What follows belongs to an exercise in optimizing a design on an open flow for small area and a short achievable clock period; a production flow would make more cautious choices. In this exercise RTL edits were held to simulation tests only and were not proved equivalent to the original. Power and IR drop assume default switching activity.

$ cat flow/flow/run.sh
#!/bin/bash
# Own layout flow: the standard ORFS flow (standard.sh) with one change in
# synthesis: Yosys's extract_fa step is skipped and ABC maps the logic with a
# delay-targeted script (flow/abc.script) instead of ORFS's abc_speed script.
# Everything else (register names, flatten, rename, floorplan ... finish) is the
# standard flow. Each tool writes its full log under orfs/logs/ as in ORFS;
# this script's own output goes to flow_run.log.
set -euo pipefail
W=$PWD
exec > >(tee -a "$W/flow_run.log") 2>&1

python3 - "$W" <<'PY'
import sys, pathlib
w = pathlib.Path(sys.argv[1])
import os
src = pathlib.Path(os.environ["FLOW_HOME"]) / "scripts" / "synth.tcl"
s = src.read_text()
pre = "source $::env(SCRIPTS_DIR)/synth_preamble.tcl\n"
fa = "  extract_fa {*}[dont_use_extract_fa_args]\n"
assert s.count(pre) == 1 and s.count(fa) == 1, "synth.tcl changed"
s = s.replace(pre, pre + (
    "set abc_args [list -script %s {*}$lib_args {*}$lib_dont_use_args"
    " -constr $::env(OBJECTS_DIR)/abc.constr]\n" % (w / "flow" / "abc.script")))
s = s.replace(fa, "")
(w / "flow_synth_core.tcl").write_text(s)
b = (w / "synth_recipe.tcl").read_text()
line = "source $::env(SCRIPTS_DIR)/synth.tcl"
assert b.count(line) == 1, "synth_recipe.tcl changed"
(w / "flow_synth.tcl").write_text(b.replace(line, "source %s" % (w / "flow_synth_core.tcl")))
t = (w / "standard.sh").read_text()
old = "SYNTH_SCRIPT=%s" % (w / "synth_recipe.tcl")
assert t.count(old) == 1, "standard.sh changed"
(w / "flow_standard.sh").write_text(t.replace(old, "SYNTH_SCRIPT=%s" % (w / "flow_synth.tcl")))
PY

bash "$W/flow_standard.sh" finish > "$W/flow_make.log" 2>&1 || { tail -40 "$W/flow_make.log"; exit 1; }
tail -5 "$W/flow_make.log"
test -s "$W/out/final.def"
$ cat flow/flow/abc.script
strash
dch -f
map -D 2000
topo
buffer -p
upsize 2000
dnsize 2000
stime -p
$ cat flow/standard.sh
#!/bin/bash
# synth_recipe.tcl (not shown) runs the flow's synth.tcl, then flattens the netlist and writes it again
# the make line also repeats each setting of config.mk as NAME=value (left out here)
make -C /OpenROAD-flow-scripts/flow DESIGN_CONFIG=/design/flow/config.mk WORK_HOME=/design/flow/orfs CLKGATE_MAP_FILE= SYNTH_SCRIPT=/design/flow/synth_recipe.tcl "${@:-finish}"
$ cat flow/config.mk
export PLATFORM = sky130hd
export DESIGN_NAME = mult8_reg
export DESIGN_NICKNAME = mult8_reg
export VERILOG_FILES = /design/flow/design.v
export SDC_FILE = /design/flow/constraint.sdc
export NUM_CORES = 4
export LEC_CHECK = 0
export CAP_MARGIN = 20
export CORE_MARGIN = 2
export CORE_UTILIZATION = 40
export SLEW_MARGIN = 20
$ cat flow/constraint.sdc
create_clock -name core_clock -period 7.0 [get_ports {clk}]
set_input_delay 1.4000 -clock core_clock [delete_from_list [all_inputs] [get_ports {clk}]]
set_output_delay 1.4000 -clock core_clock [all_outputs]
set_load 0.01 [all_outputs]
$ cat flow/design.v
`timescale 1ns / 1ps
module half_adder_beh(
    input x, y,
    output reg s, c
    );
    always @(x, y)
    begin
        s = x ^ y;
        if (x & y)
        begin
            c = 1'b1;
        end 
        else
        begin
            c = 1'b0;
        end
    end
endmodule
`timescale 1ns / 1ps
module fa_structural(
    input x, y, cin,
    output s, cout
    );
    wire s1, a0, a1;
    xor X0 (s1, x, y);
    xor X1 (s , s1, cin);
    and A0 (a0, s1, cin);
    and A1 (a1, x, y);
    or O0 (cout, a0, a1);
endmodule
`timescale 1ns / 1ps
module array_multiplier_8bit(
    input [7:0] a, b,
    output [15:0] z
    );
    wire [55:0] s, c;
    half_adder_beh HA0 (.x(a[1] & b[0]), .y(a[0] & b[1]), .s(s[0]), .c(c[0]));
    half_adder_beh HA1 (.x(a[2] & b[0]), .y(a[1] & b[1]), .s(s[1]), .c(c[1]));
    half_adder_beh HA2 (.x(a[3] & b[0]), .y(a[2] & b[1]), .s(s[2]), .c(c[2]));
    half_adder_beh HA3 (.x(a[4] & b[0]), .y(a[3] & b[1]), .s(s[3]), .c(c[3]));
    half_adder_beh HA4 (.x(a[5] & b[0]), .y(a[4] & b[1]), .s(s[4]), .c(c[4]));
    half_adder_beh HA5 (.x(a[6] & b[0]), .y(a[5] & b[1]), .s(s[5]), .c(c[5]));
    half_adder_beh HA6 (.x(a[7] & b[0]), .y(a[6] & b[1]), .s(s[6]), .c(c[6]));
    half_adder_beh HA7 (.x(s[43]), .y(c[42]), .s(s[49]), .c(c[49]));
    fa_structural FA0 (.x(s[1]), .y(a[0] & b[2]), .cin(c[0]), .s(s[7]), .cout(c[7]));
    fa_structural FA1 (.x(s[2]), .y(a[1] & b[2]), .cin(c[1]), .s(s[8]), .cout(c[8]));
    fa_structural FA2 (.x(s[3]), .y(a[2] & b[2]), .cin(c[2]), .s(s[9]), .cout(c[9]));
    fa_structural FA3 (.x(s[4]), .y(a[3] & b[2]), .cin(c[3]), .s(s[10]), .cout(c[10]));
    fa_structural FA4 (.x(s[5]), .y(a[4] & b[2]), .cin(c[4]), .s(s[11]), .cout(c[11]));
    fa_structural FA5 (.x(s[6]), .y(a[5] & b[2]), .cin(c[5]), .s(s[12]), .cout(c[12]));
    fa_structural FA6 (.x(a[7] & b[1]), .y(a[6] & b[2]), .cin(c[6]), .s(s[13]), .cout(c[13]));
    fa_structural FA7 (.x(s[8]), .y(a[0] & b[3]), .cin(c[7]), .s(s[14]), .cout(c[14]));
    fa_structural FA8 (.x(s[9]), .y(a[1] & b[3]), .cin(c[8]), .s(s[15]), .cout(c[15]));
    fa_structural FA9 (.x(s[10]), .y(a[2] & b[3]), .cin(c[9]), .s(s[16]), .cout(c[16]));
    fa_structural FA10 (.x(s[11]), .y(a[3] & b[3]), .cin(c[10]), .s(s[17]), .cout(c[17]));
    fa_structural FA11 (.x(s[12]), .y(a[4] & b[3]), .cin(c[11]), .s(s[18]), .cout(c[18]));
    fa_structural FA12 (.x(s[13]), .y(a[5] & b[3]), .cin(c[12]), .s(s[19]), .cout(c[19]));
    fa_structural FA13 (.x(a[7] & b[2]), .y(a[6] & b[3]), .cin(c[13]), .s(s[20]), .cout(c[20]));
    fa_structural FA14 (.x(s[15]), .y(a[0] & b[4]), .cin(c[14]), .s(s[21]), .cout(c[21]));
    fa_structural FA15 (.x(s[16]), .y(a[1] & b[4]), .cin(c[15]), .s(s[22]), .cout(c[22]));
    fa_structural FA16 (.x(s[17]), .y(a[2] & b[4]), .cin(c[16]), .s(s[23]), .cout(c[23]));
    fa_structural FA17 (.x(s[18]), .y(a[3] & b[4]), .cin(c[17]), .s(s[24]), .cout(c[24]));
    fa_structural FA18 (.x(s[19]), .y(a[4] & b[4]), .cin(c[18]), .s(s[25]), .cout(c[25]));
    fa_structural FA19 (.x(s[20]), .y(a[5] & b[4]), .cin(c[19]), .s(s[26]), .cout(c[26]));
    fa_structural FA20 (.x(a[7] & b[3]), .y(a[6] & b[4]), .cin(c[20]), .s(s[27]), .cout(c[27]));
    fa_structural FA21 (.x(s[22]), .y(a[0] & b[5]), .cin(c[21]), .s(s[28]), .cout(c[28]));
    fa_structural FA22 (.x(s[23]), .y(a[1] & b[5]), .cin(c[22]), .s(s[29]), .cout(c[29]));
    fa_structural FA23 (.x(s[24]), .y(a[2] & b[5]), .cin(c[23]), .s(s[30]), .cout(c[30]));
    fa_structural FA24 (.x(s[25]), .y(a[3] & b[5]), .cin(c[24]), .s(s[31]), .cout(c[31]));
    fa_structural FA25 (.x(s[26]), .y(a[4] & b[5]), .cin(c[25]), .s(s[32]), .cout(c[32]));
    fa_structural FA26 (.x(s[27]), .y(a[5] & b[5]), .cin(c[26]), .s(s[33]), .cout(c[33]));
    fa_structural FA27 (.x(a[7] & b[4]), .y(a[6] & b[5]), .cin(c[27]), .s(s[34]), .cout(c[34]));
    fa_structural FA28 (.x(s[29]), .y(a[0] & b[6]), .cin(c[28]), .s(s[35]), .cout(c[35]));
    fa_structural FA29 (.x(s[30]), .y(a[1] & b[6]), .cin(c[29]), .s(s[36]), .cout(c[36]));
    fa_structural FA30 (.x(s[31]), .y(a[2] & b[6]), .cin(c[30]), .s(s[37]), .cout(c[37]));
    fa_structural FA31 (.x(s[32]), .y(a[3] & b[6]), .cin(c[31]), .s(s[38]), .cout(c[38]));
    fa_structural FA32 (.x(s[33]), .y(a[4] & b[6]), .cin(c[32]), .s(s[39]), .cout(c[39]));
    fa_structural FA33 (.x(s[34]), .y(a[5] & b[6]), .cin(c[33]), .s(s[40]), .cout(c[40]));
    fa_structural FA34 (.x(a[7] & b[5]), .y(a[6] & b[6]), .cin(c[34]), .s(s[41]), .cout(c[41]));
    fa_structural FA35 (.x(s[36]), .y(a[0] & b[7]), .cin(c[35]), .s(s[42]), .cout(c[42]));
    fa_structural FA36 (.x(s[37]), .y(a[1] & b[7]), .cin(c[36]), .s(s[43]), .cout(c[43]));
    fa_structural FA37 (.x(s[38]), .y(a[2] & b[7]), .cin(c[37]), .s(s[44]), .cout(c[44]));
    fa_structural FA38 (.x(s[39]), .y(a[3] & b[7]), .cin(c[38]), .s(s[45]), .cout(c[45]));
    fa_structural FA39 (.x(s[40]), .y(a[4] & b[7]), .cin(c[39]), .s(s[46]), .cout(c[46]));
    fa_structural FA40 (.x(s[41]), .y(a[5] & b[7]), .cin(c[40]), .s(s[47]), .cout(c[47]));
    fa_structural FA41 (.x(a[7] & b[6]), .y(a[6] & b[7]), .cin(c[41]), .s(s[48]), .cout(c[48]));
    fa_structural FA42 (.x(s[44]), .y(c[49]), .cin(c[43]), .s(s[50]), .cout(c[50]));
    fa_structural FA43 (.x(s[45]), .y(c[50]), .cin(c[44]), .s(s[51]), .cout(c[51]));
    fa_structural FA44 (.x(s[46]), .y(c[51]), .cin(c[45]), .s(s[52]), .cout(c[52]));
    fa_structural FA45 (.x(s[47]), .y(c[52]), .cin(c[46]), .s(s[53]), .cout(c[53]));
    fa_structural FA46 (.x(s[48]), .y(c[53]), .cin(c[47]), .s(s[54]), .cout(c[54]));
    fa_structural FA47 (.x(a[7] & b[7]), .y(c[54]), .cin(c[48]), .s(s[55]), .cout(c[55]));
    assign z[0] = a[0] & b[0];
    assign z[1] = s[0];
    assign z[2] = s[7];
    assign z[3] = s[14];
    assign z[4] = s[21];
    assign z[5] = s[28];
    assign z[6] = s[35];
    assign z[7] = s[42];
    assign z[8] = s[49];
    assign z[9] = s[50];
    assign z[10] = s[51];
    assign z[11] = s[52];
    assign z[12] = s[53];
    assign z[13] = s[54];
    assign z[14] = s[55];
    assign z[15] = c[55];
endmodule
`timescale 1ns / 1ps
module mult8_reg(
    input clk,
    input [7:0] a, b,
    output reg [15:0] z
    );
    reg [7:0] a_q;
    reg [9:1] a3_q;
    reg [3:0] s1_q, s2_q, s3_q;
    wire [9:0] a3 = {2'b00, a} + {1'b0, a, 1'b0};
    integer k;
    always @(posedge clk) begin
        a_q <= a;
        a3_q <= a3[9:1];
        for (k = 0; k < 4; k = k + 1) begin
            s1_q[k] <= b[2*k] & ~b[2*k+1];
            s2_q[k] <= ~b[2*k] & b[2*k+1];
            s3_q[k] <= b[2*k] & b[2*k+1];
        end
    end
    wire r0_0, r0_1, r0_2, r0_3, r0_4, r0_5, r0_6, r0_7, r0_8, r0_9, r1_0, r1_1, r1_2, r1_3, r1_4, r1_5, r1_6, r1_7, r1_8, r1_9, r2_0, r2_1, r2_2, r2_3, r2_4, r2_5, r2_6, r2_7, r2_8, r2_9, r3_0, r3_1, r3_2, r3_3, r3_4, r3_5, r3_6, r3_7, r3_8, r3_9, hs0, hc0, fs0, fc0, fs1, fc1, hs1, hc1, fs2, fc2, fs3, fc3, fs4, fc4, fs5, fc5, fs6, fc6, fs7, fc7, fs8, fc8, hs2, hc2, fs9, fc9, hs3, hc3, fs10, fc10, hs4, hc4;
    assign r0_0 = (s1_q[0] & a_q[0]) | (s3_q[0] & a_q[0]);
    assign r0_1 = (s1_q[0] & a_q[1]) | (s2_q[0] & a_q[0]) | (s3_q[0] & a3_q[1]);
    assign r0_2 = (s1_q[0] & a_q[2]) | (s2_q[0] & a_q[1]) | (s3_q[0] & a3_q[2]);
    assign r0_3 = (s1_q[0] & a_q[3]) | (s2_q[0] & a_q[2]) | (s3_q[0] & a3_q[3]);
    assign r0_4 = (s1_q[0] & a_q[4]) | (s2_q[0] & a_q[3]) | (s3_q[0] & a3_q[4]);
    assign r0_5 = (s1_q[0] & a_q[5]) | (s2_q[0] & a_q[4]) | (s3_q[0] & a3_q[5]);
    assign r0_6 = (s1_q[0] & a_q[6]) | (s2_q[0] & a_q[5]) | (s3_q[0] & a3_q[6]);
    assign r0_7 = (s1_q[0] & a_q[7]) | (s2_q[0] & a_q[6]) | (s3_q[0] & a3_q[7]);
    assign r0_8 = (s2_q[0] & a_q[7]) | (s3_q[0] & a3_q[8]);
    assign r0_9 = (s3_q[0] & a3_q[9]);
    assign r1_0 = (s1_q[1] & a_q[0]) | (s3_q[1] & a_q[0]);
    assign r1_1 = (s1_q[1] & a_q[1]) | (s2_q[1] & a_q[0]) | (s3_q[1] & a3_q[1]);
    assign r1_2 = (s1_q[1] & a_q[2]) | (s2_q[1] & a_q[1]) | (s3_q[1] & a3_q[2]);
    assign r1_3 = (s1_q[1] & a_q[3]) | (s2_q[1] & a_q[2]) | (s3_q[1] & a3_q[3]);
    assign r1_4 = (s1_q[1] & a_q[4]) | (s2_q[1] & a_q[3]) | (s3_q[1] & a3_q[4]);
    assign r1_5 = (s1_q[1] & a_q[5]) | (s2_q[1] & a_q[4]) | (s3_q[1] & a3_q[5]);
    assign r1_6 = (s1_q[1] & a_q[6]) | (s2_q[1] & a_q[5]) | (s3_q[1] & a3_q[6]);
    assign r1_7 = (s1_q[1] & a_q[7]) | (s2_q[1] & a_q[6]) | (s3_q[1] & a3_q[7]);
    assign r1_8 = (s2_q[1] & a_q[7]) | (s3_q[1] & a3_q[8]);
    assign r1_9 = (s3_q[1] & a3_q[9]);
    assign r2_0 = (s1_q[2] & a_q[0]) | (s3_q[2] & a_q[0]);
    assign r2_1 = (s1_q[2] & a_q[1]) | (s2_q[2] & a_q[0]) | (s3_q[2] & a3_q[1]);
    assign r2_2 = (s1_q[2] & a_q[2]) | (s2_q[2] & a_q[1]) | (s3_q[2] & a3_q[2]);
    assign r2_3 = (s1_q[2] & a_q[3]) | (s2_q[2] & a_q[2]) | (s3_q[2] & a3_q[3]);
    assign r2_4 = (s1_q[2] & a_q[4]) | (s2_q[2] & a_q[3]) | (s3_q[2] & a3_q[4]);
    assign r2_5 = (s1_q[2] & a_q[5]) | (s2_q[2] & a_q[4]) | (s3_q[2] & a3_q[5]);
    assign r2_6 = (s1_q[2] & a_q[6]) | (s2_q[2] & a_q[5]) | (s3_q[2] & a3_q[6]);
    assign r2_7 = (s1_q[2] & a_q[7]) | (s2_q[2] & a_q[6]) | (s3_q[2] & a3_q[7]);
    assign r2_8 = (s2_q[2] & a_q[7]) | (s3_q[2] & a3_q[8]);
    assign r2_9 = (s3_q[2] & a3_q[9]);
    assign r3_0 = (s1_q[3] & a_q[0]) | (s3_q[3] & a_q[0]);
    assign r3_1 = (s1_q[3] & a_q[1]) | (s2_q[3] & a_q[0]) | (s3_q[3] & a3_q[1]);
    assign r3_2 = (s1_q[3] & a_q[2]) | (s2_q[3] & a_q[1]) | (s3_q[3] & a3_q[2]);
    assign r3_3 = (s1_q[3] & a_q[3]) | (s2_q[3] & a_q[2]) | (s3_q[3] & a3_q[3]);
    assign r3_4 = (s1_q[3] & a_q[4]) | (s2_q[3] & a_q[3]) | (s3_q[3] & a3_q[4]);
    assign r3_5 = (s1_q[3] & a_q[5]) | (s2_q[3] & a_q[4]) | (s3_q[3] & a3_q[5]);
    assign r3_6 = (s1_q[3] & a_q[6]) | (s2_q[3] & a_q[5]) | (s3_q[3] & a3_q[6]);
    assign r3_7 = (s1_q[3] & a_q[7]) | (s2_q[3] & a_q[6]) | (s3_q[3] & a3_q[7]);
    assign r3_8 = (s2_q[3] & a_q[7]) | (s3_q[3] & a3_q[8]);
    assign r3_9 = (s3_q[3] & a3_q[9]);
    assign hs0 = r0_4 ^ r1_2;
    assign hc0 = r0_4 & r1_2;
    assign fs0 = r0_5 ^ r1_3 ^ r2_1;
    assign fc0 = (r0_5 & r1_3) | (r2_1 & (r0_5 ^ r1_3));
    assign fs1 = r0_6 ^ r1_4 ^ r2_2;
    assign fc1 = (r0_6 & r1_4) | (r2_2 & (r0_6 ^ r1_4));
    assign hs1 = r3_0 ^ fc0;
    assign hc1 = r3_0 & fc0;
    assign fs2 = r0_7 ^ r1_5 ^ r2_3;
    assign fc2 = (r0_7 & r1_5) | (r2_3 & (r0_7 ^ r1_5));
    assign fs3 = r3_1 ^ fc1 ^ fs2;
    assign fc3 = (r3_1 & fc1) | (fs2 & (r3_1 ^ fc1));
    assign fs4 = r0_8 ^ r1_6 ^ r2_4;
    assign fc4 = (r0_8 & r1_6) | (r2_4 & (r0_8 ^ r1_6));
    assign fs5 = r3_2 ^ fc2 ^ fs4;
    assign fc5 = (r3_2 & fc2) | (fs4 & (r3_2 ^ fc2));
    assign fs6 = r0_9 ^ r1_7 ^ r2_5;
    assign fc6 = (r0_9 & r1_7) | (r2_5 & (r0_9 ^ r1_7));
    assign fs7 = r3_3 ^ fc4 ^ fs6;
    assign fc7 = (r3_3 & fc4) | (fs6 & (r3_3 ^ fc4));
    assign fs8 = r1_8 ^ r2_6 ^ r3_4;
    assign fc8 = (r1_8 & r2_6) | (r3_4 & (r1_8 ^ r2_6));
    assign hs2 = fc6 ^ fs8;
    assign hc2 = fc6 & fs8;
    assign fs9 = r1_9 ^ r2_7 ^ r3_5;
    assign fc9 = (r1_9 & r2_7) | (r3_5 & (r1_9 ^ r2_7));
    assign hs3 = fc8 ^ fs9;
    assign hc3 = fc8 & fs9;
    assign fs10 = r2_8 ^ r3_6 ^ fc9;
    assign fc10 = (r2_8 & r3_6) | (fc9 & (r2_8 ^ r3_6));
    assign hs4 = r2_9 ^ r3_7;
    assign hc4 = r2_9 & r3_7;
    wire [15:0] row0 = {r3_9, r3_8, hs4, hc3, hc2, hs2, fc5, fc3, hc1, fs1, hc0, r2_0, r0_3, r0_2, r0_1, r0_0};
    wire [15:0] row1 = {1'b0, hc4, fc10, fs10, hs3, fc7, fs7, fs5, fs3, hs1, fs0, hs0, r1_1, r1_0, 1'b0, 1'b0};
    always @(posedge clk)
        z <= row0 + row1;
endmodule
==> results.ini, run 1 <==
[timing]
max_freq_ghz = 0.3402
fin_skew_ns = 0.01095
finalHoldViolCount = 0
slew_viol_final = 0
finalCritPeriodShare = 0.4200
setup_viol = 0
holdWs_ns = 0.6022
totalNegativeSetupSlack_ns = 0
rsz0062_at_grt = no
slew_headroom = 0.6472
tightest_slew_ns = 0.5236
min_period_ns = 2.940

[clock_network]
cts_tree = done
htreeDepth = 2
cts_sinks = 45
cts_buffers = 5
hold_buffers = 0
cts_root_buf = clkbuf_8
ctsLongestPathBuffers = 2
insertion_delay_ns = 0.31
postCtsSetupBuffers = 0
path_clk_slew_ns = 0.09
cts_resized = 0

[place]
portBuffers = 32
gp_congestion = 0.9276
dpl.hpwl_mm = 4.676

[grt]
use_met3 = 0.02857
gr-total-overflow = 0
top_usage_layer = met2
grt_pass1_vias = 2178
gr-usage-met2 = 0.2805
antenna_found_initial = 0
grt_max_degree = 16
grt_first_pass_wirelength_mm = 10.03
use_met1 = 0.2205
gr-usage-all-layers = 0.1684

[power]
power_density_nw_per_um2 = 292.9
ir_worst_vdd_mv = 0.09401
power.total_mw = 0.9473
power_leakage_nw = 1.446

[logic_synthesis]
synth_edf_count = 0
synth_cell_types = 43
syn_area_um2 = 2703
synth-seq-cells = 45
ys_warn_count = 1
yosysSeqAreaShare = 0.3333
syn_inst = 361
synthArstFlopShare = 0
ys.flop_type = dfxtp_1
synth.net_count = 378
avgSynthCellArea_um2 = 7.486

[critical_path]
reg2reg_slack_ns = 4.36
cp_top_family = simple AND/OR/NAND/NOR gates
crit_chain = clkdlybuf4s50_1 > inv_1 > nor2_1 > nor2_1 > a21oi_1 > nor2_1 > nor2_1 > nor2_1 > nor3_1 > a21oi_1
crit_path_max_fanout = 5
arrival_ns = 3.12
slowest_stage = clkdlybuf4s50_1
crit_buf_inv = 2
reg2reg_depth = 17
crit_path_frequent_cell = nor2_1
start_kind = input pin
worstSetupEndpointType = flop
path_class = input pin to flop
cpPeakStageDelay_ns = 0.54
r2r_end = z[14]
r2r_start = s3_q[0]
critPathRequiredTime_ns = 7.18

[min_path]
hold_path_depth = 2
hold_path_end = z[1]
hold_path.class = flop to flop
hp-start = a3_q[1]

[final_layout]
diodes = 0
final_core_util = 0.5008
finalNetCount = 415
layout-drive-gt1-share = 0.1103
syn_to_final_growth_pct = 19.68

[floorplan]
core-area_um2 = 6459
start_util = 0.4184
die_h_um = 86.20
die_x_um = 86.20
rows = 29
die-area_um2 = 7430
io-pin-count = 33

[routing]
drtAntennaViolNets = 0
vias = 2367
first_pass_iters = 4
route.detailed.drc = 0
dr.first_iter.drc_count = 127
wl_per_cell_um = 12.16
finalWirelength_mm = 5.787
viasPerCell = 4.973

[flow_run]
maxCapViolCount = 0

[run_status]
outcome = timing/DRC/antenna clean

[layout by cell type, fill, tap and decap left out, drive strengths merged]
cell	n
clkbuf	5
a21boi	3
and3	1
clkdlybuf4s50	32
a31oi	4
a21o	4
nor2	52
bufinv	2
xor2	23
nand2b	1
o21ai	23
nand3	10
maj3	4
inv	50
o21a	2
nand2	65
o221ai	1
and2	1
or2	5
nor3	1
o211ai	2
xnor2	20
a21oi	12
a22oi	24
o22ai	4
dfxtp	45
nand4	1
a221oi	2
[state kept, by name (all words and copies together) (netlist names)]
name / count
z: 16
a3_q: 9
a_q: 8
s1_q: 4
s2_q: 4
s3_q: 4
[how the worst max path moves through the flow]
stage                     startpoint       to  slack [ns]  depth (start not counted)
final                           a[2]  a3_q[9]        4.06                         10
after global routing            a[2]  a3_q[8]        3.79                         11
after CTS                       a[2]  a3_q[9]        4.05                         10
after detailed placement        a[2]  a3_q[9]        3.74                         10
after global placement          a[2]  a3_q[9]        3.82                         10
after floorplan                 a[3]  a3_q[9]        4.49                          9
[worst register-to-register path: cells and delay by family (launching register included)]
family	cells	cell delay [ns]
and+or+nand+nor	12	1.22
DFF	1	0.56
AOI/OAI and AO/OA	3	0.55
buffers and inverters	1	0.09
xor gates and xnor gates	1	0.14
[layer usage]
layer  share of wire  up-vias
li1                -     1253
met1            0.47     1035
met2            0.46       71
met3           0.054        8
met4           0.019        0
met5               0        -
[metrics by stage]
| step | cell area (um2) | std cells | setup WS, ns |
|---|---|---|---|
| 2_1_floorplan | 2703 | 361 | 4.494 |
| 3_3_place_gp | 3097 | 468 | 3.819 |
| 3_5_place_dp | 3097 | 468 | 3.738 |
| 4_1_cts | 3234 | 476 | 4.052 |
| 5_1_grt | 3234 | 476 | 3.794 |
| 6_report | 3234 | 476 | 4.060 |
[where the power goes]
part	internal, mW	switching (mW)	leakage, nW
registers	0.306	0.0290	0.378
clock network	0.144	0.0919	0.0687
logic	0.180	0.197	1.00
total	0.629	0.318	1.45
[layout make-up]
cell class | instances | area (um2)
clock buffer | 5 | 68.82
clock inverter | 3 | 68.82
fill | 669 | 3224
inverter | 49 | 183.9
multi-input combinational | 265 | 1595
sequential | 45 | 900.9
tap | 77 | 96.34
timing repair buffer | 32 | 320.3
[synth_stat cells, types with 4 or more instances]
| library cell | number | area share |
|---|---|---|
| a21oi_1 | 11 | 0.020 |
| a22oi_1 | 24 | 0.067 |
| dfxtp_1 | 45 | 0.33 |
| inv_1 | 41 | 0.057 |
| inv_2 | 8 | 0.011 |
| nand2_1 | 58 | 0.081 |
| nand2_2 | 7 | 0.016 |
| nand3_1 | 10 | 0.019 |
| nor2_1 | 49 | 0.068 |
| o21ai_0 | 11 | 0.020 |
| o21ai_1 | 7 | 0.013 |
| o21ai_2 | 4 | 0.013 |
| o22ai_1 | 4 | 0.0093 |
| xnor2_1 | 17 | 0.055 |
| xor2_1 | 23 | 0.075 |
[logic make-up (layout without fill, tap and decap cells)]
| kind of cell | count (synthesis) | count (layout) | share of synthesized area |
|---|---|---|---|
| buffers and inverters | 51 | 89 | 0.07639 |
| and+or+nand+nor | 137 | 137 | 0.2167 |
| adders and majority gates | 4 | 4 | 0.01620 |
| xor gates and xnor gates | 43 | 43 | 0.1477 |
| DFF | 45 | 45 | 0.3333 |
| AOI/OAI and AO/OA | 81 | 81 | 0.2097 |
==> run 2: changes to the inputs <==
--- a/flow/flow/run.sh
+++ b/flow/flow/run.sh
@@ -3,7 +3,7 @@
 # synthesis: Yosys's extract_fa step is skipped and ABC maps the logic with a
 # delay-targeted script (flow/abc.script) instead of ORFS's abc_speed script.
 # Everything else (register names, flatten, rename, floorplan ... finish) is the
-# standard flow. Each tool writes its full log under orfs/logs/ as in ORFS;
+# standard flow, except that the port buffers are buf_4 cells. Each tool writes its full log under orfs/logs/ as in ORFS;
 # this script's own output goes to flow_run.log.
 set -euo pipefail
 W=$PWD
@@ -33,6 +33,6 @@
 (w / "flow_standard.sh").write_text(t.replace(old, "SYNTH_SCRIPT=%s" % (w / "flow_synth.tcl")))
 PY
 
-bash "$W/flow_standard.sh" finish > "$W/flow_make.log" 2>&1 || { tail -40 "$W/flow_make.log"; exit 1; }
+bash "$W/flow_standard.sh" BUFFER_PORTS_ARGS="-buffer_cell sky130_fd_sc_hd__buf_4" finish > "$W/flow_make.log" 2>&1 || { tail -40 "$W/flow_make.log"; exit 1; }
 tail -5 "$W/flow_make.log"
 test -s "$W/out/final.def"
--- a/flow/config.mk
+++ b/flow/config.mk
@@ -8,4 +8,5 @@
 export CAP_MARGIN = 20
 export CORE_MARGIN = 2
 export CORE_UTILIZATION = 40
+export SETUP_SLACK_MARGIN = 4.7
 export SLEW_MARGIN = 20
==> run 2 against run 1 <==
Compared with the run above: largest power group unchanged; maximum frequency increased by 20%; clock power decreased by 26%; still clean; area after synthesis unchanged; critical path type is now flop to flop; largest cell class unchanged.
==> results.ini, run 2 <==
[power]
power_density_nw_per_um2 = 264.8  ; was 292.9 nW/um2
power_leakage_nw = 1.649  ; was 1.446 nW
ir_worst_vdd_mv = 0.1218  ; was 0.09401 mV

[final_layout]
n_fill_cell = 587  ; was 669
fin_cells = 500  ; was 476
largest_register = z  ; unchanged
final_common_cell = buf_4  ; was nand2_1
finalNetCount = 439  ; was 415
layout_common_cells = 53 x buf_4, 48 x nand2_1, 40 x nor2_1, 37 x inv_1, 30 x dfxtp_1  ; was 58 x nand2_1, 49 x nor2_1, 45 x dfxtp_1, 41 x inv_1, 32 x clkdlybuf4s50_1
layout-drive-gt1-share = 0.3901  ; was 0.1103
layout_top_registers = z: 16 flops, a3_q: 9 flops, a_q: 8 flops  ; unchanged
diodes = 0  ; unchanged
largest_reg_flops = 16  ; unchanged
syn_to_final_growth_pct = 35.19  ; was 19.68%

[critical_path]
cp_top_family = compound AO/OA/AOI/OAI gates  ; was simple AND/OR/NAND/NOR gates
r2r_start = a_q[6]  ; was s3_q[0]
path_class = flop to flop  ; was input pin to flop
worstSetupEndpointType = flop  ; unchanged
slowest_stage = dfxtp_4  ; was clkdlybuf4s50_1
critPathRequiredTime_ns = 7.24  ; was 7.18 ns
cp.depth = 14  ; was 10
crit_path_frequent_cell = o21ai_2  ; was nor2_1
reg2reg_depth = 14  ; was 17
arrival_ns = 2.70  ; was 3.12 ns
crit_path_max_fanout = 4  ; was 5
cp-startpoint = a_q[6]  ; was a[2]
cpPeakStageDelay_ns = 0.38  ; was 0.54 ns
start_kind = flop  ; was input pin
crit_chain = a22oi_2 > o21ai_2 > maj3_2 > xnor2_2 > xor2_2 > nor2_4 > inv_1 > nand2_1 > inv_2 > nand2_2 > o21ai_4 > a31oi_4 > o21ai_2 > xnor2_1  ; was clkdlybuf4s50_1 > inv_1 > nor2_1 > nor2_1 > a21oi_1 > nor2_1 > nor2_1 > nor2_1 > nor3_1 > a21oi_1
crit_buf_inv = 2  ; unchanged

[routing]
route.detailed.drc = 0  ; unchanged
vias = 2565  ; was 2367
finalWirelength_mm = 6.303  ; was 5.787 mm
route.met3.wl_um = 331  ; was 313 um
drtAntennaViolNets = 0  ; unchanged
first_pass_iters = 5  ; was 4
wl_met2_mm = 3.025  ; was 2.670 mm
top_layer_used = met4  ; unchanged
wirelength_met1_mm = 2.720  ; was 2.694 mm
wl_per_cell_um = 12.61  ; was 12.16 um
viasPerCell = 5.130  ; was 4.973
dr.first_iter.drc_count = 137  ; was 127

[logic_synthesis]
syn_area_um2 = 2703  ; unchanged
synthTopCellsByArea = dfxtp_1 33%, nand2_1 8.1%, xor2_1 7.5%, nor2_1 6.8%, a22oi_1 6.7%  ; unchanged
synth.top_cell.area_share = 0.3333  ; unchanged
synth_edf_count = 0  ; unchanged
syn_inst = 361  ; unchanged
synth.net_count = 378  ; unchanged
synth-seq-cells = 45  ; unchanged
synth_common_cells = 58 x nand2_1, 49 x nor2_1, 45 x dfxtp_1  ; unchanged
synth_top_family_by_area = simple AND/OR/NAND/NOR gates  ; unchanged
synth_most_common_cell = nand2_1  ; unchanged
synth_xor_area_frac = 0.1477  ; unchanged
avgSynthCellArea_um2 = 7.486  ; unchanged
ys.flop_type = dfxtp_1  ; unchanged
yosys.area_share.simple = 0.2167  ; unchanged
synthArstFlopShare = 0  ; unchanged
synthMuxAreaShare = 0  ; unchanged
yosysSeqAreaShare = 0.3333  ; unchanged
synth_fa_ha_area_frac = 0.01620  ; unchanged
yosysTopAreaCell = dfxtp_1  ; unchanged
synth_cell_types = 43  ; unchanged
ys_warn_count = 1  ; unchanged
synth_compound_area_frac = 0.2097  ; unchanged

[grt]
grt_first_pass_wirelength_mm = 10.07  ; was 10.03 mm
gr-usage-all-layers = 0.1688  ; was 0.1684
grt_max_degree = 18  ; was 16
grt_pass1_vias = 2265  ; was 2178
gr-total-overflow = 0  ; unchanged
antenna_found_initial = 0  ; unchanged

[floorplan]
rows = 29  ; unchanged
io-pin-count = 33  ; unchanged
core-area_um2 = 6459  ; unchanged
start_util = 0.4184  ; unchanged
die_h_um = 86.20  ; unchanged
die-area_um2 = 7430  ; unchanged
die_x_um = 86.20  ; unchanged

[timing]
min_period_ns = 2.455  ; was 2.940 ns
setup_viol = 0  ; unchanged
max_freq_ghz = 0.4073  ; was 0.3402 GHz
totalNegativeSetupSlack_ns = 0  ; unchanged
finalCritPeriodShare = 0.3508  ; was 0.4200
rsz0062_at_grt = yes  ; was no
finalHoldViolCount = 0  ; unchanged
slew_headroom = 0.6404  ; was 0.6472
tightest_slew_ns = 0.5338  ; was 0.5236 ns
fin_skew_ns = 0.007914  ; was 0.01095 ns
slew_viol_final = 0  ; unchanged

[min_path]
hp-start = s1_q[0]  ; was a3_q[1]
hold_path.class = flop to flop  ; unchanged
hold_path_depth = 2  ; unchanged

[place]
place_inst = 468  ; unchanged
gp_congestion = 0.9027  ; was 0.9276
dpl.hpwl_mm = 4.522  ; was 4.676 mm
portBuffers = 32  ; unchanged

[clock_network]
cts_buffers = 5  ; unchanged
cts_sinks = 45  ; unchanged
hold_buffers = 0  ; unchanged
path_clk_slew_ns = 0.09  ; about the same
insertion_delay_ns = 0.31  ; about the same
cts_tree = done  ; unchanged
ctsLongestPathBuffers = 2  ; unchanged
cts_root_buf = clkbuf_8  ; unchanged
htreeDepth = 2  ; unchanged

[flow_run]
maxCapViolCount = 0  ; unchanged

[run_status]
outcome = timing/DRC/antenna clean  ; unchanged

## run 2: worst paths after layout
| kind | endpoint | slack [ns] |
|---|---|---|
| max | z[13] | 4.54 |
| max reg2reg | z[13] | 4.54 |
| min reg2reg | z[0] | 0.61 |
| min | z[0] | 0.61 |
## run 2: cell type report
type / count / area, um2 / share of cell area
repair buffers: 56 / 444.2 / 0.1216
clock buffers: 5 / 68.82 / 0.01884
multi-input cells: 265 / 1872 / 0.5123
clock inverters: 3 / 28.78 / 0.007877
well taps: 77 / 96.34 / 0.02637
flip-flops and latches: 45 / 939.7 / 0.2572
inverters: 49 / 203.9 / 0.05582
## run 2: routing by layer
layer	GRT usage	vias up
li1	-	1300
met1	0.2110	1141
met2	0.2805	99
met3	0.03619	25
met4	0.07386	0
met5	0	-
## run 2: logic make-up (layout without fill, tap and decap cells)
| logic type | count (synthesis) | in the layout |
|---|---|---|
| AND/OR/NAND/NOR | 137 | 137 |
| AO/OA/AOI/OAI | 81 | 81 |
| buffers and inverters | 51 | 113 |
| flip-flops | 45 | 45 |
| XOR/XNOR | 43 | 43 |
| adder cells (fa/ha/maj) | 4 | 4 |
## run 2: metrics by stage
step	util	power [mW]	hold WS [ns]	area, um2	setup slack (ns)
2_1_floorplan	-	0.6033	0.4931	2736	4.582
3_3_place_gp	0.4723	0.6993	0.5888	3050	4.337
3_5_place_dp	0.4723	0.7018	0.5845	3050	4.290
4_1_cts	0.5269	0.9164	0.5992	3403	4.605
5_1_grt	0.5657	1.034	0.6317	3654	4.404
6_report	0.5657	0.9675	0.6115	3654	4.545
## run 2: timing repair
action | CTS | global route
pin swaps | 22 | 32
endpoints found under the setup margin | 9 | 11
buffers inserted | 16 | 8
gates resized for setup | 47 | 46
## run 2: power breakdown
part / total, mW / internal, mW / switching (mW)
Clock: 0.174 / 0.0753 / 0.0986
Sequential: 0.337 / 0.305 / 0.0312
Combinational: 0.457 / 0.217 / 0.240
Total: 0.967 / 0.598 / 0.369
## run 2: worst min-delay path: stages (launching register included)
cell and delay [ns]:
dfxtp_2 0.38, inv_2 0.09, a21oi_1 0.09
==> run 3: changes to the inputs <==
--- a/flow/config.mk
+++ b/flow/config.mk
@@ -8,5 +8,4 @@
 export CAP_MARGIN = 20
 export CORE_MARGIN = 2
 export CORE_UTILIZATION = 40
-export SETUP_SLACK_MARGIN = 4.7
 export SLEW_MARGIN = 20
==> run 3 against run 2 <==
Compared with the run above: sequential power barely moved; count of clock-buffer cells in the layout stayed put; critical endpoint is now z[14]; critical path type unchanged; first-iteration DRC count fell by 19%; area after synthesis unchanged; synthesized cell count did not move.
==> results.ini, run 3 <==
[power]
ir_worst_vdd_mv = 0.1047  ; was 0.1218 mV
power_density_nw_per_um2 = 280.3  ; was 264.8 nW/um2
power.total_mw = 0.8729  ; was 0.9675 mW
power_leakage_nw = 1.460  ; was 1.649 nW

[routing]
finalWirelength_mm = 5.803  ; was 6.303 mm
first_pass_iters = 4  ; was 5
drtAntennaViolNets = 0  ; unchanged
route.detailed.drc = 0  ; unchanged
dr.first_iter.drc_count = 111  ; was 137
viasPerCell = 5.063  ; was 5.130
wl_per_cell_um = 12.19  ; was 12.61 um
vias = 2410  ; was 2565

[critical_path]
crit_path_frequent_cell = nand2_1  ; was o21ai_2
start_kind = flop  ; unchanged
crit_path_max_fanout = 9  ; was 4
reg2reg_depth = 17  ; was 14
critPathRequiredTime_ns = 7.25  ; was 7.24 ns
slowest_stage = dfxtp_1  ; was dfxtp_4
cpPeakStageDelay_ns = 0.54  ; was 0.38 ns
crit_buf_inv = 1  ; was 2
cp_top_family = simple AND/OR/NAND/NOR gates  ; was compound AO/OA/AOI/OAI gates
worstSetupEndpointType = flop  ; unchanged
crit_chain = inv_2 > o21ai_1 > nand2_1 > and3_1 > nor2_2 > a21o_1 > nand2_1 > nand2_2 > nand2_1 > nand2_2 > nand2_1 > nand2_1 > nand3_1 > nand2_2 > nand3_1 > a21oi_2 > xor2_1  ; was a22oi_2 > o21ai_2 > maj3_2 > xnor2_2 > xor2_2 > nor2_4 > inv_1 > nand2_1 > inv_2 > nand2_2 > o21ai_4 > a31oi_4 > o21ai_2 > xnor2_1
path_class = flop to flop  ; unchanged
cp.depth = 17  ; was 14
arrival_ns = 2.84  ; was 2.70 ns

[clock_network]
ctsLongestPathBuffers = 2  ; unchanged
cts_sinks = 45  ; unchanged
cts_buffers = 5  ; unchanged
postCtsSetupBuffers = 0  ; was 16
insertion_delay_ns = 0.31  ; about the same
htreeDepth = 2  ; unchanged
hold_buffers = 0  ; unchanged
path_clk_slew_ns = 0.10  ; was 0.09 ns
cts_resized = 0  ; was 47
cts_root_buf = clkbuf_8  ; unchanged
cts_tree = done  ; unchanged

[logic_synthesis]
synth.top_cell.area_share = 0.3333  ; unchanged
yosysTopAreaCell = dfxtp_1  ; unchanged
synth_edf_count = 0  ; unchanged
synthTopCellsByArea = dfxtp_1 33%, nand2_1 8.1%, xor2_1 7.5%, nor2_1 6.8%, a22oi_1 6.7%  ; unchanged
synth.net_count = 378  ; unchanged
synth_most_common_cell = nand2_1  ; unchanged
synth-seq-cells = 45  ; unchanged
synth_cell_types = 43  ; unchanged
yosysSeqAreaShare = 0.3333  ; unchanged
syn_inst = 361  ; unchanged
syn_area_um2 = 2703  ; unchanged
ys.flop_type = dfxtp_1  ; unchanged
synthArstFlopShare = 0  ; unchanged
ys_warn_count = 1  ; unchanged
synth_common_cells = 58 x nand2_1, 49 x nor2_1, 45 x dfxtp_1  ; unchanged
avgSynthCellArea_um2 = 7.486  ; unchanged

[timing]
min_period_ns = 2.591  ; was 2.455 ns
slew_headroom = 0.6573  ; was 0.6404
finalCritPeriodShare = 0.3702  ; was 0.3508
totalNegativeSetupSlack_ns = 0  ; unchanged
finalHoldViolCount = 0  ; unchanged
setup_viol = 0  ; unchanged
slew_viol_final = 0  ; unchanged
max_freq_ghz = 0.3859  ; was 0.4073 GHz
fin_skew_ns = 0.01014  ; was 0.007914 ns
rsz0062_at_grt = no  ; was yes
holdWs_ns = 0.5997  ; was 0.6115 ns
tightest_slew_ns = 0.5086  ; was 0.5338 ns

[final_layout]
layout_common_cells = 58 x nand2_1, 49 x nor2_1, 45 x dfxtp_1, 41 x inv_1, 32 x buf_4  ; was 53 x buf_4, 48 x nand2_1, 40 x nor2_1, 37 x inv_1, 30 x dfxtp_1
final_common_cell = nand2_1  ; was buf_4
diodes = 0  ; unchanged
syn_to_final_growth_pct = 15.23  ; was 35.19%
layout-drive-gt1-share = 0.1905  ; was 0.3901
finalNetCount = 415  ; was 439
stdcell_area_um2 = 3114  ; was 3654 um2
layout_top_registers = z: 16 flops, a3_q: 9 flops, a_q: 8 flops  ; unchanged
largest_reg_flops = 16  ; unchanged
final_core_util = 0.4822  ; was 0.5657
largest_register = z  ; unchanged

[floorplan]
die_x_um = 86.20  ; unchanged
rows = 29  ; unchanged
core-area_um2 = 6459  ; unchanged
die_h_um = 86.20  ; unchanged
start_util = 0.4184  ; unchanged
die-area_um2 = 7430  ; unchanged
io-pin-count = 33  ; unchanged

[grt]
antenna_found_initial = 0  ; unchanged
gr-usage-all-layers = 0.1701  ; was 0.1688
grt_first_pass_wirelength_mm = 10.18  ; was 10.07 mm
grt_max_degree = 18  ; unchanged
grt_pass1_vias = 2264  ; was 2265
gr-total-overflow = 0  ; unchanged

[run_status]
outcome = timing/DRC/antenna clean  ; unchanged

[flow_run]
maxCapViolCount = 0  ; unchanged

[place]
gp_congestion = 0.8923  ; was 0.9027
dpl.hpwl_mm = 4.677  ; was 4.522 mm
portBuffers = 32  ; unchanged
place_area_um2 = 3017  ; was 3050 um2

[min_path]
hold_path_depth = 2  ; unchanged
hold_path.class = flop to flop  ; unchanged

## run 3: logic make-up after synthesis
group	share of synthesized area
AND/OR/NAND/NOR	0.2167
AO/OA/AOI/OAI	0.2097
buffers and inverters	0.07639
flip-flops	0.3333
XOR/XNOR	0.1477
adder cells (fa/ha/maj)	0.01620
## run 3: routing by layer
metal	share of wire	GRT usage	up-vias
met5	0	0	-
li1	-	-	1256
met3	0.053	0.03333	17
met2	0.46	0.2812	76
met1	0.46	0.2214	1061
met4	0.025	0.06108	0
## run 3: final timing paths
kind / from / end / slack [ns]
setup / recovery: s3_q[0] / z[14] / 4.41
hold reg to reg: a_q[0] / z[0] / 0.60
setup reg to reg: s3_q[0] / z[14] / 4.41
hold / removal: a_q[0] / z[0] / 0.60
## run 3: per-stage QoR
step | setup slack (ns) | cells
3_5_place_dp | 4.227 | 468
2_1_floorplan | 4.494 | 361
3_3_place_gp | 4.282 | 468
5_1_grt | 4.115 | 476
4_1_cts | 4.395 | 476
6_report | 4.409 | 476
## run 3: layout make-up
type,count,area (um2)
Multi-Input combinational cell,265,1595
Clock inverter,3,28.78
Sequential cell,45,900.9
Timing Repair Buffer,32,240.2
Inverter,49,183.9
Tap cell,77,96.34
Clock buffer,5,68.82
Fill cell,676,3344
## run 3: tightest hold or removal path, delay by kind of cell, from the launching register on
family,cells,cell delay [ns]
buf+inv,1,0.13
flops,1,0.37
compound gates,1,0.06
## run 3: power breakdown
part	internal, mW	switching (mW)
clock	0.0755	0.104
sequential	0.306	0.0288
combinational	0.162	0.197
==> run 4: changes to the inputs <==
--- a/flow/config.mk
+++ b/flow/config.mk
@@ -7,5 +7,5 @@
 export LEC_CHECK = 0
 export CAP_MARGIN = 20
 export CORE_MARGIN = 2
-export CORE_UTILIZATION = 40
+export CORE_UTILIZATION = 65
 export SLEW_MARGIN = 20
==> run 4 against run 3 <==
Compared with the run above: still clean on timing, DRC and antenna; sequential share of layout area grew 0.19 points; clock skew shrank 0.0072 ns; total power grew 2.5%; die area shrank 37%; synthesized cell count is the same; maximum frequency shrank 1.4%; utilization grew 29 points; flip-flop and latch count is the same.
==> results.ini, run 4 <==
[run_status]
outcome = timing/DRC/antenna clean  ; unchanged

[place]
gp_congestion = 0.9691  ; was 0.8923
portBuffers = 32  ; unchanged
place_inst = 441  ; was 468
place_area_um2 = 2983  ; was 3017 um2
dpl.hpwl_mm = 4.654  ; was 4.677 mm

[clock_network]
htreeDepth = 2  ; unchanged
postCtsSetupBuffers = 0  ; unchanged
cts_resized = 0  ; unchanged
ctsLongestPathBuffers = 2  ; unchanged
cts_tree = done  ; unchanged
cts_buffers = 5  ; unchanged
path_clk_slew_ns = 0.08  ; was 0.10 ns
cts_root_buf = clkbuf_8  ; unchanged
insertion_delay_ns = 0.30  ; was 0.31 ns
hold_buffers = 0  ; unchanged
cts_sinks = 45  ; unchanged

[final_layout]
layout_common_cells = 58 x nand2_1, 49 x nor2_1, 45 x dfxtp_1, 41 x inv_1, 32 x buf_4  ; unchanged
diodes = 0  ; unchanged
fin_cells = 449  ; was 476
final_core_util = 0.7735  ; was 0.4822
largest_register = z  ; unchanged
layout-drive-gt1-share = 0.1880  ; was 0.1905
largest_reg_flops = 16  ; unchanged
final_common_cell = nand2_1  ; unchanged
syn_to_final_growth_pct = 14.49  ; was 15.23%
layout_top_registers = z: 16 flops, a3_q: 9 flops, a_q: 8 flops  ; unchanged
finalNetCount = 415  ; unchanged
stdcell_area_um2 = 3094  ; was 3114 um2

[critical_path]
crit_buf_inv = 2  ; was 1
r2r_start = s3_q[1]  ; was s3_q[0]
crit_path_max_fanout = 11  ; was 9
cpPeakStageDelay_ns = 0.44  ; was 0.54 ns
cp-startpoint = s3_q[1]  ; was s3_q[0]
cp_top_family = compound AO/OA/AOI/OAI gates  ; was simple AND/OR/NAND/NOR gates
r2r_end = z[15]  ; was z[14]
critPathRequiredTime_ns = 7.19  ; was 7.25 ns
reg2reg_depth = 14  ; was 17
slowest_stage = dfxtp_1  ; unchanged
arrival_ns = 2.82  ; was 2.84 ns
cp.depth = 14  ; was 17
endpoint = z[15]  ; was z[14]
path_class = flop to flop  ; unchanged
crit_chain = a22oi_1 > o21ai_1 > maj3_2 > xnor2_2 > o21a_1 > nor2_1 > inv_1 > nand2_1 > inv_2 > nand2_2 > o21ai_4 > a31oi_4 > o21ai_2 > xor2_1  ; was inv_2 > o21ai_1 > nand2_1 > and3_1 > nor2_2 > a21o_1 > nand2_1 > nand2_2 > nand2_1 > nand2_2 > nand2_1 > nand2_1 > nand3_1 > nand2_2 > nand3_1 > a21oi_2 > xor2_1
reg2reg_slack_ns = 4.37  ; was 4.41 ns
worstSetupEndpointType = flop  ; unchanged
start_kind = flop  ; unchanged

[logic_synthesis]
syn_inst = 361  ; unchanged
avgSynthCellArea_um2 = 7.486  ; unchanged
synth_edf_count = 0  ; unchanged
yosysTopAreaCell = dfxtp_1  ; unchanged
ys.flop_type = dfxtp_1  ; unchanged
synth_common_cells = 58 x nand2_1, 49 x nor2_1, 45 x dfxtp_1  ; unchanged
yosysSeqAreaShare = 0.3333  ; unchanged
synth_cell_types = 43  ; unchanged
synth.top_cell.area_share = 0.3333  ; unchanged
synthTopCellsByArea = dfxtp_1 33%, nand2_1 8.1%, xor2_1 7.5%, nor2_1 6.8%, a22oi_1 6.7%  ; unchanged
synth_most_common_cell = nand2_1  ; unchanged
synth-seq-cells = 45  ; unchanged
ys_warn_count = 1  ; unchanged
synth.net_count = 378  ; unchanged
synthArstFlopShare = 0  ; unchanged
syn_area_um2 = 2703  ; unchanged

[timing]
max_freq_ghz = 0.3805  ; was 0.3859 GHz
rsz0062_at_grt = no  ; unchanged
finalCritPeriodShare = 0.3755  ; was 0.3702
fin_skew_ns = 0.002984  ; was 0.01014 ns
setup_viol = 0  ; unchanged
min_period_ns = 2.628  ; was 2.591 ns
tightest_slew_ns = 0.4857  ; was 0.5086 ns
finalHoldViolCount = 0  ; unchanged
slew_headroom = 0.6728  ; was 0.6573
slew_viol_final = 0  ; unchanged
totalNegativeSetupSlack_ns = 0  ; unchanged

[grt]
grt_first_pass_wirelength_mm = 9.556  ; was 10.18 mm
grt_pass1_vias = 2196  ; was 2264
gr-total-overflow = 0  ; unchanged
gr-usage-all-layers = 0.2749  ; was 0.1701
grt_max_degree = 15  ; was 18
antenna_found_initial = 0  ; unchanged

[floorplan]
rows = 23  ; was 29
io-pin-count = 33  ; unchanged
core-area_um2 = 4000  ; was 6459 um2
die_x_um = 68.48  ; was 86.20 um
die-area_um2 = 4690  ; was 7430 um2
start_util = 0.6756  ; was 0.4184
die_h_um = 68.48  ; was 86.20 um

[routing]
dr.first_iter.drc_count = 156  ; was 111
viasPerCell = 5.459  ; was 5.063
finalWirelength_mm = 5.793  ; was 5.803 mm
route.detailed.drc = 0  ; unchanged
drtAntennaViolNets = 0  ; unchanged
vias = 2451  ; was 2410
first_pass_iters = 5  ; was 4
wl_per_cell_um = 12.90  ; was 12.19 um

[power]
power_leakage_nw = 1.464  ; was 1.460 nW
power_density_nw_per_um2 = 289.1  ; was 280.3 nW/um2
ir_worst_vdd_mv = 0.1553  ; was 0.1047 mV

[min_path]
hold_path.class = flop to flop  ; unchanged
hp-start = a3_q[1]  ; was a_q[0]

[flow_run]
maxCapViolCount = 0  ; unchanged

==> run 4: cell counts after synthesis <==
Identical to the previous run, type by type.
==> run 4: power breakdown <==
group	switching, mW	internal (mW)	leakage, nW
clock	0.0875	0.107	0.0554
combinational	0.201	0.162	1.03
sequential	0.0303	0.306	0.378
==> run 4: cell type report <==
class / count / area [um2]
multi-input combinational: 265 / 1595
fill: 307 / 905.9
tap: 50 / 62.56
inverter: 49 / 183.9
clock inverter: 2 / 38.79
clock buffer: 6 / 72.57
timing repair buffer: 32 / 240.2
sequential: 45 / 900.9
==> run 4: logic make-up (layout without fill, tap and decap cells) <==
| logic type | Yosys count | count (layout) | synth area share |
|---|---|---|---|
| fa+ha+maj | 4 | 4 | 0.01620 |
| flops | 45 | 45 | 0.3333 |
| simple gates | 137 | 137 | 0.2167 |
| buf+inv | 51 | 89 | 0.07639 |
| xor+xnor | 43 | 43 | 0.1477 |
| compound gates | 81 | 81 | 0.2097 |
==> run 4: per-stage QoR <==
step,total power [mW],setup slack [ns],hold WS [ns]
after floorplan,0.6012,4.494,0.4931
after global placement,0.6920,4.276,0.5564
after detailed placement,0.7066,4.190,0.5636
after CTS,0.8990,4.375,0.5804
after global routing,0.9595,4.082,0.6175
final,0.8945,4.372,0.5888
==> run 4: worst min-delay path by stage <==
stage	end	cells after the start	slack, ns
after floorplan	z[1]	2	0.49
after global placement	z[1]	2	0.56
after detailed placement	z[1]	2	0.56
after CTS	z[1]	2	0.58
after global routing	z[0]	2	0.62
final	z[1]	2	0.59
==> run 4: worst reg2reg max path, cell delays in order, from the launching register on <==
cell	delay, ns
dfxtp_1	0.44
a22oi_1	0.21
o21ai_1	0.14
maj3_2	0.37
xnor2_2	0.15
o21a_1	0.20
nor2_1	0.20
inv_1	0.08
nand2_1	0.09
inv_2	0.06
nand2_2	0.07
o21ai_4	0.07
a31oi_4	0.22
o21ai_2	0.08
xor2_1	0.15
==> run 4: metal layers <==
layer	vias to the layer above	routed length, um	global-route usage
met1	1098	2537	0.3400
li1	1259	-	-
met3	12	331	0.05428
met4	0	107	0.09500
met2	82	2817	0.4712
met5	-	0	0
==> run 5: changes to the inputs <==
--- a/flow/flow/run.sh
+++ b/flow/flow/run.sh
@@ -3,7 +3,8 @@
 # synthesis: Yosys's extract_fa step is skipped and ABC maps the logic with a
 # delay-targeted script (flow/abc.script) instead of ORFS's abc_speed script.
 # Everything else (register names, flatten, rename, floorplan ... finish) is the
-# standard flow, except that the port buffers are buf_4 cells. Each tool writes its full log under orfs/logs/ as in ORFS;
+# standard flow, except that the port buffers are $PORT_BUF cells and heavily
+# loaded registers are upsized after global placement (flow/post_gp.tcl). Each tool writes its full log under orfs/logs/ as in ORFS;
 # this script's own output goes to flow_run.log.
 set -euo pipefail
 W=$PWD
@@ -33,6 +34,7 @@
 (w / "flow_standard.sh").write_text(t.replace(old, "SYNTH_SCRIPT=%s" % (w / "flow_synth.tcl")))
 PY
 
-bash "$W/flow_standard.sh" BUFFER_PORTS_ARGS="-buffer_cell sky130_fd_sc_hd__buf_4" finish > "$W/flow_make.log" 2>&1 || { tail -40 "$W/flow_make.log"; exit 1; }
+source "$W/flow/knobs.sh"
+bash "$W/flow_standard.sh" BUFFER_PORTS_ARGS="-buffer_cell $PORT_BUF" POST_GLOBAL_PLACE_TCL="$W/flow/post_gp.tcl" finish > "$W/flow_make.log" 2>&1 || { tail -40 "$W/flow_make.log"; exit 1; }
 tail -5 "$W/flow_make.log"
 test -s "$W/out/final.def"
==> flow/flow/knobs.sh (new file) <==
PORT_BUF=sky130_fd_sc_hd__buf_2
export FLOW_FF_BIG=sky130_fd_sc_hd__dfxtp_4 FLOW_FF_FANOUT=4
==> flow/flow/post_gp.tcl (new file) <==
# Upsize registers whose output drives many loads (drive strength only; the
# register cell type stays dfxtp).
set db [ord::get_db]
set big [$db findMaster $::env(FLOW_FF_BIG)]
set n 0
foreach inst [[ord::get_db_block] getInsts] {
  if {[[$inst getMaster] getName] ne "sky130_fd_sc_hd__dfxtp_1"} { continue }
  set q [$inst findITerm Q]
  set net [$q getNet]
  if {$net eq "NULL"} { continue }
  if {[llength [$net getITerms]] > $::env(FLOW_FF_FANOUT)} {
    $inst swapMaster $big
    incr n
  }
}
puts "post_gp: upsized $n registers to $::env(FLOW_FF_BIG)"
--- a/flow/config.mk
+++ b/flow/config.mk
@@ -7,5 +7,5 @@
 export LEC_CHECK = 0
 export CAP_MARGIN = 20
 export CORE_MARGIN = 2
-export CORE_UTILIZATION = 65
+export CORE_UTILIZATION = 40
 export SLEW_MARGIN = 20
==> run 5 against run 4 <==
Compared with the run above: still clean; hold slack worse by 0.041 ns; die area up 58%; critical path depth up 3; area after synthesis unchanged; cell area up 1.3%; register-to-register slack better by 0.11 ns; flip-flop and latch count unchanged; cell count up 6.0%; total power down 5.8%; sequential power down 2%; global-route usage down 11 points; critical path type unchanged.
==> results.ini, run 5 <==
[run_status]
outcome = timing/DRC/antenna clean  ; unchanged

[floorplan]
core-area_um2 = 6459  ; was 4000 um2
io-pin-count = 33  ; unchanged
rows = 29  ; was 23
die-area_um2 = 7430  ; was 4690 um2
die_x_um = 86.20  ; was 68.48 um
start_util = 0.4184  ; was 0.6756
die_h_um = 86.20  ; was 68.48 um

[timing]
rsz0062_at_grt = no  ; unchanged
tightest_slew_ns = 0.4809  ; was 0.4857 ns
max_freq_ghz = 0.3965  ; was 0.3805 GHz
fin_skew_ns = 0.008189  ; was 0.002984 ns
slew_headroom = 0.6760  ; was 0.6728
finalHoldViolCount = 0  ; unchanged
totalNegativeSetupSlack_ns = 0  ; unchanged
min_period_ns = 2.522  ; was 2.628 ns
slew_viol_final = 0  ; unchanged
finalCritPeriodShare = 0.3603  ; was 0.3755
setup_viol = 0  ; unchanged

[final_layout]
largest_register = z  ; unchanged
layout-drive-gt1-share = 0.2581  ; was 0.1880
largest_reg_flops = 16  ; unchanged
fin_cells = 476  ; was 449
final_core_util = 0.4855  ; was 0.7735
final_common_cell = nand2_1  ; unchanged
layout_common_cells = 58 x nand2_1, 49 x nor2_1, 41 x inv_1, 32 x buf_2, 27 x dfxtp_4  ; was 58 x nand2_1, 49 x nor2_1, 45 x dfxtp_1, 41 x inv_1, 32 x buf_4
syn_to_final_growth_pct = 16.02  ; was 14.49%
diodes = 0  ; unchanged
layout_top_registers = z: 16 flops, a3_q: 9 flops, a_q: 8 flops  ; unchanged
finalNetCount = 415  ; unchanged

[logic_synthesis]
syn_area_um2 = 2703  ; unchanged
avgSynthCellArea_um2 = 7.486  ; unchanged
ys.flop_type = dfxtp_1  ; unchanged
yosysSeqAreaShare = 0.3333  ; unchanged
synth_cell_types = 43  ; unchanged
synth.top_cell.area_share = 0.3333  ; unchanged
synth-seq-cells = 45  ; unchanged
yosysTopAreaCell = dfxtp_1  ; unchanged
ys_warn_count = 1  ; unchanged
synthTopCellsByArea = dfxtp_1 33%, nand2_1 8.1%, xor2_1 7.5%, nor2_1 6.8%, a22oi_1 6.7%  ; unchanged
synth_common_cells = 58 x nand2_1, 49 x nor2_1, 45 x dfxtp_1  ; unchanged
syn_inst = 361  ; unchanged
synth_edf_count = 0  ; unchanged
synth.net_count = 378  ; unchanged
synth_most_common_cell = nand2_1  ; unchanged
synthArstFlopShare = 0  ; unchanged

[clock_network]
hold_buffers = 0  ; unchanged
htreeDepth = 2  ; unchanged
ctsLongestPathBuffers = 2  ; unchanged
insertion_delay_ns = 0.31  ; was 0.30 ns
path_clk_slew_ns = 0.10  ; was 0.08 ns
postCtsSetupBuffers = 0  ; unchanged
cts_sinks = 45  ; unchanged
cts_resized = 0  ; unchanged
cts_buffers = 5  ; unchanged
cts_root_buf = clkbuf_8  ; unchanged
cts_tree = done  ; unchanged

[critical_path]
worstSetupEndpointType = flop  ; unchanged
crit_path_max_fanout = 6  ; was 11
arrival_ns = 2.71  ; was 2.82 ns
start_kind = flop  ; unchanged
critPathRequiredTime_ns = 7.19  ; about the same
path_class = flop to flop  ; unchanged

[grt]
grt_first_pass_wirelength_mm = 9.922  ; was 9.556 mm
gr-usage-all-layers = 0.1662  ; was 0.2749
grt_max_degree = 18  ; was 15
gr-total-overflow = 0  ; unchanged
grt_pass1_vias = 2254  ; was 2196
antenna_found_initial = 0  ; unchanged

[place]
dpl.hpwl_mm = 4.543  ; was 4.654 mm
portBuffers = 32  ; unchanged
place_inst = 468  ; was 441

[routing]
wirelength_met1_mm = 2.525  ; was 2.537 mm
drtAntennaViolNets = 0  ; unchanged
dr.first_iter.drc_count = 152  ; was 156
viasPerCell = 4.924  ; was 5.459
route.detailed.drc = 0  ; unchanged
wl_met2_mm = 2.567  ; was 2.817 mm
finalWirelength_mm = 5.551  ; was 5.793 mm
route.met3.wl_um = 315  ; was 331 um
first_pass_iters = 4  ; was 5
wl_per_cell_um = 11.66  ; was 12.90 um
top_layer_used = met4  ; unchanged
vias = 2344  ; was 2451

[flow_run]
maxCapViolCount = 0  ; unchanged

[power]
ir_worst_vdd_mv = 0.1178  ; was 0.1553 mV
power_density_nw_per_um2 = 268.7  ; was 289.1 nW/um2
power_leakage_nw = 1.447  ; was 1.464 nW

[min_path]
hold_path.class = flop to flop  ; unchanged

run 5: cell count changes in the layout (fill, tap and decap cells not counted), sizes merged:
| cell | change |
|---|---|
| bufinv | -1 |
| clkbuf | -1 |
| clkinv | -1 |
| inv | +3 |
run 5: per-stage QoR:
| stage | setup slack [ns] | hold slack, ns | power (mW) | cell area (um2) |
|---|---|---|---|---|
| 3_3_place_gp | 4.261 | 0.5904 | 0.6746 | 2937 |
| 6_report | 4.478 | 0.5473 | 0.8425 | 3136 |
| 5_1_grt | 4.171 | 0.5693 | 0.9107 | 3136 |
| 2_1_floorplan | 4.494 | 0.4931 | 0.6012 | 2703 |
| 3_5_place_dp | 4.209 | 0.5391 | 0.6773 | 3038 |
| 4_1_cts | 4.470 | 0.5535 | 0.8544 | 3136 |
run 5: cell families after synthesis:
kind of cell,synth area share
simple gates,0.2167
flops,0.3333
buf+inv,0.07639
xor+xnor,0.1477
compound gates,0.2097
fa+ha+maj,0.01620
run 5: metal layers:
layer	up-vias	global-route usage
met2	79	0.2685
met3	12	0.03238
met4	0	0.07386
li1	1256	-
met1	997	0.2158
met5	-	0
run 5: worst max-delay path, stage by stage (launching register included):
cell and delay (ns):
dfxtp_4 0.38, inv_1 0.08, nor2_1 0.05, a221oi_1 0.37
nor2_1 0.13, maj3_2 0.33, a21o_1 0.19, nand2_1 0.08
nand2_2 0.06, nand2_1 0.07, nand2_2 0.07, nand2_1 0.06
nand2_1 0.07, nand3_1 0.10, nand2_2 0.07, nand3_1 0.09
a21oi_2 0.06, xor2_1 0.13
run 5: final timing paths:
check | from | end | slack, ns | cells after the start
max reg2reg | s2_q[0] | z[14] | 4.48 | 17
min | a3_q[1] | z[1] | 0.55 | 2
min reg2reg | a3_q[1] | z[1] | 0.55 | 2
max | s2_q[0] | z[14] | 4.48 | 17
run 5: area by class of cell:
class | count | area [um2]
Fill cell | 647 | 3323
Multi-Input combinational cell | 265 | 1595
Sequential cell | 45 | 1002
Inverter | 49 | 183.9
Timing Repair Buffer | 32 | 160.2
Tap cell | 77 | 96.34
Clock buffer | 5 | 68.82
Clock inverter | 3 | 28.78
run 5: power breakdown:
group | leakage (nW) | internal (mW) | total [mW] | switching, mW
registers | 0.390 | 0.305 | 0.331 | 0.0263
logic | 1.01 | 0.143 | 0.337 | 0.194
clock network | 0.0511 | 0.0753 | 0.175 | 0.0993
total | 1.45 | 0.522 | 0.843 | 0.320
==> run 6: changes to the inputs <==
==> flow/flow/knobs.sh (replaced) <==
PORT_BUF=sky130_fd_sc_hd__buf_4
export FLOW_FF_BIG=sky130_fd_sc_hd__dfxtp_2 FLOW_FF_FANOUT=4
==> run 6 against run 5 <==
Compared with the run above: still clean; synthesized cell count unchanged; critical path depth down 1; maximum frequency increased by 1.8%; cell count did not move; combinational power grew 6.5%; area after synthesis is the same; clock power barely moved; setup slack better by 0.044 ns; cell area rose by 0.40%; register-to-register slack improved by 0.04 ns.
==> results.ini, run 6 <==
[timing]
holdWs_ns = 0.5491  ; was 0.5473 ns
totalNegativeSetupSlack_ns = 0  ; unchanged
finalHoldViolCount = 0  ; unchanged

[logic_synthesis]
synthTopCellsByArea = dfxtp_1 33%, nand2_1 8.1%, xor2_1 7.5%, nor2_1 6.8%, a22oi_1 6.7%  ; unchanged
avgSynthCellArea_um2 = 7.486  ; unchanged
synth_most_common_cell = nand2_1  ; unchanged
ys_warn_count = 1  ; unchanged
syn_area_um2 = 2703  ; unchanged
yosysSeqAreaShare = 0.3333  ; unchanged
synth.net_count = 378  ; unchanged
yosysTopAreaCell = dfxtp_1  ; unchanged

[final_layout]
diodes = 0  ; unchanged
largest_register = z  ; unchanged
layout_top_registers = z: 16 flops, a3_q: 9 flops, a_q: 8 flops  ; unchanged
final_core_util = 0.4874  ; was 0.4855
stdcell_area_um2 = 3148  ; was 3136 um2
finalNetCount = 415  ; unchanged
final_common_cell = nand2_1  ; unchanged

[power]
power_leakage_nw = 1.463  ; was 1.447 nW
combPwrFrac = 0.411  ; was 0.400
switchingPower_mw = 0.3277  ; was 0.3201 mW
netSwitchingFraction = 0.3748  ; was 0.3799
p_clk_frac = 0.203  ; was 0.207

[clock_network]
cts_tree = done  ; unchanged
insertion_delay_ns = 0.31  ; about the same
ctsLongestPathBuffers = 2  ; unchanged
cts_root_buf = clkbuf_8  ; unchanged

[critical_path]
cp-startpoint = a_q[5]  ; was s2_q[0]
critPathRequiredTime_ns = 7.20  ; was 7.19 ns
cpPeakStageDelay_ns = 0.35  ; was 0.38 ns
crit_chain = inv_1 > nor2_1 > a221oi_2 > a21o_2 > nand2_2 > o21ai_2 > xnor2_1 > o21a_1 > or2_4 > nand2_1 > inv_2 > nand2_2 > nand2_2 > a31oi_4 > o21ai_2 > xor2_1  ; was inv_1 > nor2_1 > a221oi_1 > nor2_1 > maj3_2 > a21o_1 > nand2_1 > nand2_2 > nand2_1 > nand2_2 > nand2_1 > nand2_1 > nand3_1 > nand2_2 > nand3_1 > a21oi_2 > xor2_1

[floorplan]
start_util = 0.4184  ; unchanged
io-pin-count = 33  ; unchanged
die-area_um2 = 7430  ; unchanged
die_h_um = 86.20  ; unchanged

[routing]
viasPerCell = 5.092  ; was 4.924
drtAntennaViolNets = 0  ; unchanged
wirelength_met1_mm = 2.698  ; was 2.525 mm
vias = 2424  ; was 2344
route.detailed.drc = 0  ; unchanged
first_pass_iters = 4  ; unchanged
wl_per_cell_um = 12.14  ; was 11.66 um
finalWirelength_mm = 5.779  ; was 5.551 mm

[run_status]
outcome = timing/DRC/antenna clean  ; unchanged

[grt]
grt_max_degree = 18  ; unchanged
antenna_found_initial = 0  ; unchanged
gr-total-overflow = 0  ; unchanged

[min_path]
hold_path.class = flop to flop  ; unchanged

[place]
dpl.hpwl_mm = 4.650  ; was 4.543 mm

## run 6: cell count changes in the layout (fill, tap and decap cells not counted)
cell,delta
buf_4,+32
buf_2,-32
dfxtp_4,-27
dfxtp_2,+27
## run 6: final timing paths
kind	endpoint	slack, ns
max	z[15]	4.52
max reg2reg	z[15]	4.52
min reg2reg	z[1]	0.55
min	z[1]	0.55
## run 6: area by class of cell
| type | instances | area [um2] |
|---|---|---|
| Inverter | 49 | 183.9 |
| Fill cell | 640 | 3311 |
| Multi-Input combinational cell | 265 | 1595 |
| Timing Repair Buffer | 32 | 240.2 |
| Clock inverter | 3 | 28.78 |
| Clock buffer | 5 | 68.82 |
| Sequential cell | 45 | 934.6 |
| Tap cell | 77 | 96.34 |
## run 6: power groups by stage
stage                     clock network, mW  registers (mW)  logic, mW
final                                 0.178           0.337      0.359
after floorplan                           0           0.351      0.250
after global placement                    0           0.341      0.356
after CTS                             0.182           0.337      0.362
after detailed placement                  0           0.344      0.361
after global routing                  0.194           0.343      0.405
## run 6: cell families (layout without fill, tap and decap cells)
group,count (synthesis),in the layout,share of synthesized area
adder cells (fa/ha/maj),4,4,0.01620
XOR/XNOR,43,43,0.1477
flip-flops,45,45,0.3333
AND/OR/NAND/NOR,137,137,0.2167
AO/OA/AOI/OAI,81,81,0.2097
buffers and inverters,51,89,0.07639
## run 6: critical path, delay by kind of cell (launching register included)
family,cells,cell delay [ns]
AO/OA/AOI/OAI,6,1.05
XOR/XNOR,2,0.23
buffers and inverters,2,0.19
flip-flops,1,0.35
AND/OR/NAND/NOR,6,0.55
## run 6: layer usage
layer  GRT usage  up-vias
li1            -     1251
met1      0.2193     1073
met2      0.2798       85
met3     0.03048       15
met4     0.05966        0
met5           0        -

Re-timed with assumed drivers on the ports (clkbuf_16 on the clock, buf_2 on other inputs), run 6 has 4.522 ns of setup slack against 4.522 ns with ideal ports, and 4.220 ns once port delays also move by the mid clock arrival of 0.336 ns.
